Context: an optimization exercise on an open-source flow, tuned for small area, a short achievable clock period and few clock cycles per item. The choices shown serve that exercise and are no tape-out recipe. RTL that was checked went through simulation tests only; none was proved equivalent to the original. The RTL of run 1 was laid out without a check of its function. Power and IR drop assume default switching activity.

## flow/design.v (module list and top-level ports; edited modules follow where they fit)
// module RFILE: 2421 lines
module RFILE(clk, rst, A_x, A_y, B_x, B_y, C_x, C_y, rssiA, rssiB, rssiC,
             valueA, valueB, valueC, expA, expB, expC, busy, out_valid, xt, yt);
  // ...
==> flow/flow/run.sh <==
#!/bin/bash
# Standard layout (the standard.sh) with two changes:
#  - synthesis script flow/syn.tcl (the standard flow's script with Yosys synth -noabc and
#    the final ABC mapping done by flow/abc_map.script),
#  - port buffers are sky130_fd_sc_hd__buf_1 (every port still gets one).
set -euo pipefail
HERE=$(pwd)
export FLOW_ABC_SCRIPT=$HERE/flow/abc_map.script
sed -e "s#SYNTH_SCRIPT=[^ ]*#SYNTH_SCRIPT=$HERE/flow/syn.tcl#" \
    -e "s#make -C #make BUFFER_PORTS_ARGS='-buffer_cell sky130_fd_sc_hd__buf_1' -C #" \
    standard.sh > flow_standard.sh
grep -q "flow/syn.tcl" flow_standard.sh
grep -q "BUFFER_PORTS_ARGS" flow_standard.sh
bash flow_standard.sh finish > make.log 2>&1
==> flow/flow/abc_map.script <==
strash
dch -f
map -D 18000
topo
stime -c
buffer -c
upsize -c
dnsize -c
==> flow/flow/syn.tcl <==
# The standard flow's synthesis script (synth_recipe.tcl) with two changes to the
# combinational mapping only; registers are unchanged:
#  - Yosys's generic synth runs without its early "abc -fast" pass (-noabc).
#    That pass rewrites XOR/majority logic so that extract_fa builds full
#    adders with inverted pins and leaves inverters between them.
#  - The final ABC mapping uses flow/abc_map.script (delay-targeted mapping
#    with area recovery, then the usual buffering and sizing) in place of the
#    ORFS script, whose delay target of 115 ps makes it map for speed only.
proc synth {args} { yosys synth -nofsm -noshare -noabc {*}$args }
proc abc {args} {
  set i [lsearch -exact $args -script]
  if {$i >= 0 && [info exists ::env(FLOW_ABC_SCRIPT)]} {
    lset args [expr {$i + 1}] $::env(FLOW_ABC_SCRIPT)
  }
  puts "abc mapping script: [lindex $args [expr {$i + 1}]]"
  yosys abc {*}$args
}
source $::env(SCRIPTS_DIR)/synth.tcl
# left out here: clear keep_hierarchy, flatten, clean up, hide names made inside functions, write 1_2_yosys.v
==> flow/standard.sh <==
#!/bin/bash
# synth_recipe.tcl (not shown) runs the flow's synth.tcl, then flattens the netlist and writes it again
# the make line also repeats each setting of config.mk as NAME=value (left out here)
make -C /OpenROAD-flow-scripts/flow DESIGN_CONFIG=/design/flow/config.mk WORK_HOME=/design/flow/orfs CLKGATE_MAP_FILE= SYNTH_SCRIPT=/design/flow/synth_recipe.tcl "${@:-finish}"
==> flow/config.mk <==
export PLATFORM = sky130hd
export DESIGN_NAME = RFILE
export DESIGN_NICKNAME = RFILE
export VERILOG_FILES = /design/flow/design.v
export SDC_FILE = /design/flow/constraint.sdc
export NUM_CORES = 8
export LEC_CHECK = 0
export ABC_AREA = 1
export CAP_MARGIN = 20
export CORE_MARGIN = 2
export CORE_UTILIZATION = 40
export SLEW_MARGIN = 20
==> flow/constraint.sdc <==
create_clock -name core_clock -period 115.0 [get_ports {clk}]
set_input_delay 23.0000 -clock core_clock [delete_from_list [all_inputs] [get_ports {clk}]]
set_output_delay 23.0000 -clock core_clock [all_outputs]
set_load 0.01 [all_outputs]
==> impl_results.md, run 1 <==
* Placed Area at 39500 µm²
* Well tap count at 1254
* TritonCTS clock tree: done
* Peak VDD IR at 114 µV
* Ratio of cells with drive above 1 in the final layout at 0.0536
* Die Height at 310 µm
* Design Area, Final at 40700 µm²
* Sequential cell area at 5880 µm²
* Synth Warn # at 1
* M3 GR Usage at 0.0310
* Die Wd at 310 µm
* Post-synth top cells: inv_1, nand2_1, nor2_1
* R2r startpoint: ph[7]
* Synth Net Count at 5722
* Internal power at 0.479 mW
* H-tree levels at 2
* Seq area share at 0.145
* Initial DRC Count at 2998
* Final Util at 0.438
* Register-to-register setup slack at 90330 ps
* Synth unique cells at 68
* Critical Path AT at 24940 ps
* Cts bufs inserted at 34
* Hold_sp: cnt[0]
* Crit path depth at 107
* Max-Slew Margin vs Limit at 0.263
* Pre-CTS setup slack at approximately 91000 ps
* Status: complete, no violations
==> run 2: changes to the inputs <==
--- a/flow/design.v
+++ b/flow/design.v
@@ -16,6 +16,5 @@
 reg        k2;            
-reg        s4r;           
 reg  [2:0] cnt;           
 wire       first = ph[7];
-wire [2:0] cn = first ? ({1'b0, fs} + k - {2'd0, s4}) : cnt - 3'd1;
+wire [2:0] cn = first ? (s4 ? k : {1'b0, fs} + k) : cnt - 3'd1;
 wire       fin = ph[8] && (cn == 3'd1);
@@ -36,3 +35,3 @@
     cnt <= cn;
-    if (first) fc <= fs - 2'd1;
+    if (first) fc <= s4 ? 2'd0 : fs - 2'd1;
     else if (fc != 2'd0) fc <= fc - 2'd1;
@@ -1547,3 +1546,3 @@
 wire gb17 = g[17], gb16 = ~g[17] & g[16], gb15 = ~g[17] & ~g[16] & g[15], gb14 = ~g[17] & ~g[16] & ~g[15];
-wire [18:0] negg = 19'd0 - {1'b0, geff};
+wire [18:0] negg = 19'd0 - {1'b0, g};
 always @(posedge clk) begin
@@ -1569,5 +1568,2 @@
 wire s4 = k2 & s4x & s4y;
-wire s4e = first ? s4 : s4r;
-wire [17:0] geff = s4e ? {4'd0, g[17:4]} : g;
-always @(posedge clk) if (first) s4r <= s4;
 wire f4 = f4x & f4y;
@@ -1575,4 +1571,4 @@
 wire [1:0] fs = f4 ? 2'd1 : f8 ? 2'd2 : 2'd3;    
-wire [18:0] rix = f4 ? {nx[24], nx[20:3]} : f8 ? {nx[24], nx[24:7]} : {{5{nx[24]}}, nx[24:11]};
-wire [3:0] fix = f4 ? {nx[2:0], 1'b0} : f8 ? nx[6:3] : nx[10:7];
+wire [18:0] rix = s4 ? {nx[17:0], 1'b0} : f4 ? {nx[24], nx[20:3]} : f8 ? {nx[24], nx[24:7]} : {{5{nx[24]}}, nx[24:11]};
+wire [3:0] fix = s4 ? 4'd0 : f4 ? {nx[2:0], 1'b0} : f8 ? nx[6:3] : nx[10:7];
 wire [17:0] ffx = f4 ? {18{nx[24]}} : f8 ? {nx[2:0], 1'b0, {14{nx[24]}}} : {nx[6:0], 1'b0, {10{nx[24]}}};
@@ -1585,3 +1581,3 @@
 wire [19:0] xax0 = {rrx0, fbx0};
-wire [19:0] yax0 = {2'b00, geff} ^ {20{ivx0}};
+wire [19:0] yax0 = {2'b00, g} ^ {20{ivx0}};
 wire ax0_g0 = xax0[0] & yax0[0]; wire ax0_p0 = xax0[0] ^ yax0[0];
@@ -1684,3 +1680,3 @@
 wire [19:0] xax1 = {rrx1, fbx1};
-wire [19:0] yax1 = {2'b00, geff} ^ {20{ivx1}};
+wire [19:0] yax1 = {2'b00, g} ^ {20{ivx1}};
 wire ax1_g0 = xax1[0] & yax1[0]; wire ax1_p0 = xax1[0] ^ yax1[0];
@@ -1783,3 +1779,3 @@
 wire [19:0] xax2 = {rrx2, fbx2};
-wire [19:0] yax2 = {2'b00, geff} ^ {20{ivx2}};
+wire [19:0] yax2 = {2'b00, g} ^ {20{ivx2}};
 wire ax2_g0 = xax2[0] & yax2[0]; wire ax2_p0 = xax2[0] ^ yax2[0];
@@ -1882,3 +1878,3 @@
 wire [19:0] xax3 = {rrx3, fbx3};
-wire [19:0] yax3 = {2'b00, geff} ^ {20{ivx3}};
+wire [19:0] yax3 = {2'b00, g} ^ {20{ivx3}};
 wire ax3_g0 = xax3[0] & yax3[0]; wire ax3_p0 = xax3[0] ^ yax3[0];
@@ -1987,4 +1983,4 @@
 end
-wire [18:0] riy = f4 ? {ny[24], ny[20:3]} : f8 ? {ny[24], ny[24:7]} : {{5{ny[24]}}, ny[24:11]};
-wire [3:0] fiy = f4 ? {ny[2:0], 1'b0} : f8 ? ny[6:3] : ny[10:7];
+wire [18:0] riy = s4 ? {ny[17:0], 1'b0} : f4 ? {ny[24], ny[20:3]} : f8 ? {ny[24], ny[24:7]} : {{5{ny[24]}}, ny[24:11]};
+wire [3:0] fiy = s4 ? 4'd0 : f4 ? {ny[2:0], 1'b0} : f8 ? ny[6:3] : ny[10:7];
 wire [17:0] ffy = f4 ? {18{ny[24]}} : f8 ? {ny[2:0], 1'b0, {14{ny[24]}}} : {ny[6:0], 1'b0, {10{ny[24]}}};
@@ -1997,3 +1993,3 @@
 wire [19:0] xay0 = {rry0, fby0};
-wire [19:0] yay0 = {2'b00, geff} ^ {20{ivy0}};
+wire [19:0] yay0 = {2'b00, g} ^ {20{ivy0}};
 wire ay0_g0 = xay0[0] & yay0[0]; wire ay0_p0 = xay0[0] ^ yay0[0];
@@ -2096,3 +2092,3 @@
 wire [19:0] xay1 = {rry1, fby1};
-wire [19:0] yay1 = {2'b00, geff} ^ {20{ivy1}};
+wire [19:0] yay1 = {2'b00, g} ^ {20{ivy1}};
 wire ay1_g0 = xay1[0] & yay1[0]; wire ay1_p0 = xay1[0] ^ yay1[0];
@@ -2195,3 +2191,3 @@
 wire [19:0] xay2 = {rry2, fby2};
-wire [19:0] yay2 = {2'b00, geff} ^ {20{ivy2}};
+wire [19:0] yay2 = {2'b00, g} ^ {20{ivy2}};
 wire ay2_g0 = xay2[0] & yay2[0]; wire ay2_p0 = xay2[0] ^ yay2[0];
@@ -2294,3 +2290,3 @@
 wire [19:0] xay3 = {rry3, fby3};
-wire [19:0] yay3 = {2'b00, geff} ^ {20{ivy3}};
+wire [19:0] yay3 = {2'b00, g} ^ {20{ivy3}};
 wire ay3_g0 = xay3[0] & yay3[0]; wire ay3_p0 = xay3[0] ^ yay3[0];
==> run 2 against run 1 <==
  * Hold slack hardly changed
  * Still clean
  * Synthesized area is 1.4% higher
  * Synthesized cell count is 1.9% higher
  * Non-clock buffer count is 15 lower
  * Global-route usage is 0.61 points lower
  * First-iteration DRC count is 8.9% higher
==> impl_results.md, run 2 <==
* Mapped Cells at 4997
* Async SR Flop Fraction at 0.0375
* Max Freq at 41.3 MHz
* Post-cts sizing count at 0
* Non-Filler Instances at 6356
* Synth Warn # at 1 (unchanged)
* Total global routing overflow at 0
* Dominant synthesized flop cell: dfxtp_1
* Post-Place Cells at around 6300
* Ratio of cells with drive above 1 in the final layout at 0.0606 (+0.00698)
* M1 wire length at 53300 µm
* IO Pins at 212
* Crit end category: primary output
* Overall Power at 0.995 mW
* Die Wd at 312 µm (+0.69%)
* Drt first pass iters at 6
* Clk buf depth at 3
* ANT nets after route at 0
* Routed wl met3 at 10100 µm
* Hpwl dp at 104000 µm
* Top cell type's share of synthesized area at 0.156
* CTS Sinks at 240
* Layout area overhead at 7.92%
* RSZ-0062 raised after global routing: false
* CP top delay family: flip-flops
* Drt drc at 0
* Initial antenna violation count at 4
* Largest net degree at the start of global routing at 91
* Reg clk slew, reported paths at roughly 60 ps
* EDFF count, synth at 100
* Worst-Skew Late Latency at 630 ps
* Max_cap viols at 0
* Register-to-register setup slack at 91440 ps (+1110 ps)
* Critical Path AT at 1210 ps (-23730 ps)
* Setup TNS at 0 ps
* Peak VDD IR at 90.9 µV (-20%)
* Critical path type: flip-flop to primary output
* Dominant cells by area after synthesis: fa_1, ha_1, xor2_1
* Post-Route WL at ~130000 µm
* Initial Utilization at 0.405
* Routed vias at 35500
* CORE AREA at between 90000 and 100000 µm²
* Post-synth top cells: inv_1, nand2_1, nor2_1
* Buffers on Ports at 208
* Commonest non-fill, non-tap cell in the layout: inv_1
* H-tree levels at 1 (-1)
* Status: complete, no violations
* Syn avg cell area at 7.59 µm²
* Hold buffer count at cts at 0
* Largest regs: rs (19), rx (19), ry (19)
* GRT Util Overall at 0.264
* Hold_ws at 484 ps
* Crit-path cells: buf_1
* Top sig layer: met5
* Vias per cell at ~5.6
* Setup Fix Bufs, Post-CTS at 0
* Synth Net Count at 5823 (+1.8%)
* Clk_skew at 46.2 ps
* Power per cell area at 24.3 nW/µm²
* CTS Root Cell: clkbuf_16
* Post-layout min period at 24210 ps
* Setup-failing EPs final at 0
* Final hold violation count at 0
* Die area at 97200 µm²
* Cts bufs inserted at 30 (-12%)
* Final nets at 5905
* Placer Congestion at about 0.96
* TritonCTS clock tree: done
* Startpoint types: flip-flop
* Die Height at 312 µm (+0.69%)
* Most frequent cells in the layout: inv_1, nand2_1, nor2_1
* Average wire per standard cell at a little over 20 µm
* Leakage power at 19.4 nW
* Sequential area share after synthesis at 0.154
* CP required at 92000 ps
* # rows at 112
* Final Slew Violations at 0
* CP bufs+invs at 1
* CP max stage cell: dfxtp_1
* Delay of the slowest critical-path stage at 400 ps
* First-pass GRT wire length at 201000 µm
* Flops & latches, synth at 240
* Initial DRC Count at 3266 (+8.9%)
* WL met2 at 61600 µm
* Netlist Area Pre-Place at 37900 µm²
* Most frequent cell after synthesis: inv_1
* Synth unique cells at 81 (+19%)
* Final critical-path share of the clock period at 0.210
* Max-Slew Margin vs Limit at 0.251 (-0.0126)
* Worst Hold Class: flip-flop to flip-flop
* Maximum fanout along the worst path at 1
* Number of global-route vias before repair at 34600
* Leading area contributor after synthesis: fa_1
* Actual slew at the worst max-slew pin at roughly 1100 ps
## run 2: changes by cell type in the layout (fill, tap and decap cells not counted), moves of 10 or more
cell | previous run | this run
o21ai_1 | 36 | 25
o21ai_0 | 303 | 359
buf_4 | 70 | 54
xnor2_1 | 90 | 74
a221oi_1 | 14 | 30
nor2_1 | 533 | 510
xor2_1 | 448 | 422
inv_1 | 629 | 703
o22ai_1 | 189 | 232
ha_1 | 357 | 372
a22oi_1 | 76 | 25
nand2_2 | 3 | 13
## run 2: layout make-up
class,instances,area (µm²)
fill,9715,52700
multi-input combinational,3760,28300
sequential,240,5860
inverter,784,2950
tap,1254,1570
timing repair buffer,263,1210
clock buffer,34,779
clock inverter,20,216
antenna,1,2.50
## run 2: worst paths after layout
check | from | to | cells after the start
worst min register to register | cnt[0] | cnt[0] | 1
worst max register to register | ph[6] | fx[0] | 116
min in group asynchronous | rst | ph[7] | 2
worst max-delay path | xt[6] | xt[6] | 1
worst min-delay path | cnt[0] | cnt[0] | 1
max in group asynchronous | rst | ph[0] | 2
## run 2: kinds of logic after synthesis
kind of cell | share of synthesized area
flops | 0.154
buf+inv | 0.0995
xor+xnor | 0.117
compound gates | 0.201
simple gates | 0.149
fa+ha+maj | 0.279
## run 2: stage by stage
| step | instance area, µm² | worst slack [ps] | util |
|---|---|---|---|
| floorplan | 37900 | 91420 | - |
| global placement | 39900 | 90940 | 0.426 |
| detailed placement | 39900 | 90910 | 0.426 |
| CTS | 40900 | 90770 | 0.437 |
| global route | 40900 | 89500 | 0.437 |
| finish | 40900 | 90790 | 0.437 |
## run 2: layer usage
metal,GRT usage,vias to the layer above
li1,-,16800
met1,0.337,16900
met2,0.444,1482
met3,0.0403,280
met4,0.109,6
met5,0,-
## run 2: report_power, final
group | internal (mW) | total (mW) | switching (mW)
Sequential | 0.118 | 0.127 | 0.00861
Clock | 0.0540 | 0.0974 | 0.0433
Combinational | 0.305 | 0.771 | 0.466
Total | 0.477 | 0.995 | 0.517
Testbench counts of run 2, summed over its fixed seeds: cycles 4,728, items 512.

==> port drivers added, routing unchanged <==
In the flow no input, the clock included, has a driving cell. The finished layouts below were timed again as built, in two steps. Step 1: set_driving_cell puts a clkbuf_16 on clk and a buf_2 on each other input, an assumption about the parent block. Step 2 times the ports against the registers' clock, not the clock port: input delays grow and output delays shrink by t, the midpoint of the rising clock arrivals with the driver on. a / b / c = ideal ports / drivers / drivers and shift; a / b = the first two.
run	shift t [ns]	slack for setup (ns)	worst setup path at the end	worst register clock-pin slew, ns	cell pins on the clock port's net
run 1	0.619	90.330 / 90.330 / 90.330	register to register	0.07 / 0.07	1
run 2	0.677	90.794 / 90.727 / 90.974	input to register	0.08 / 0.08	1
After both steps every run listed still meets setup and hold.
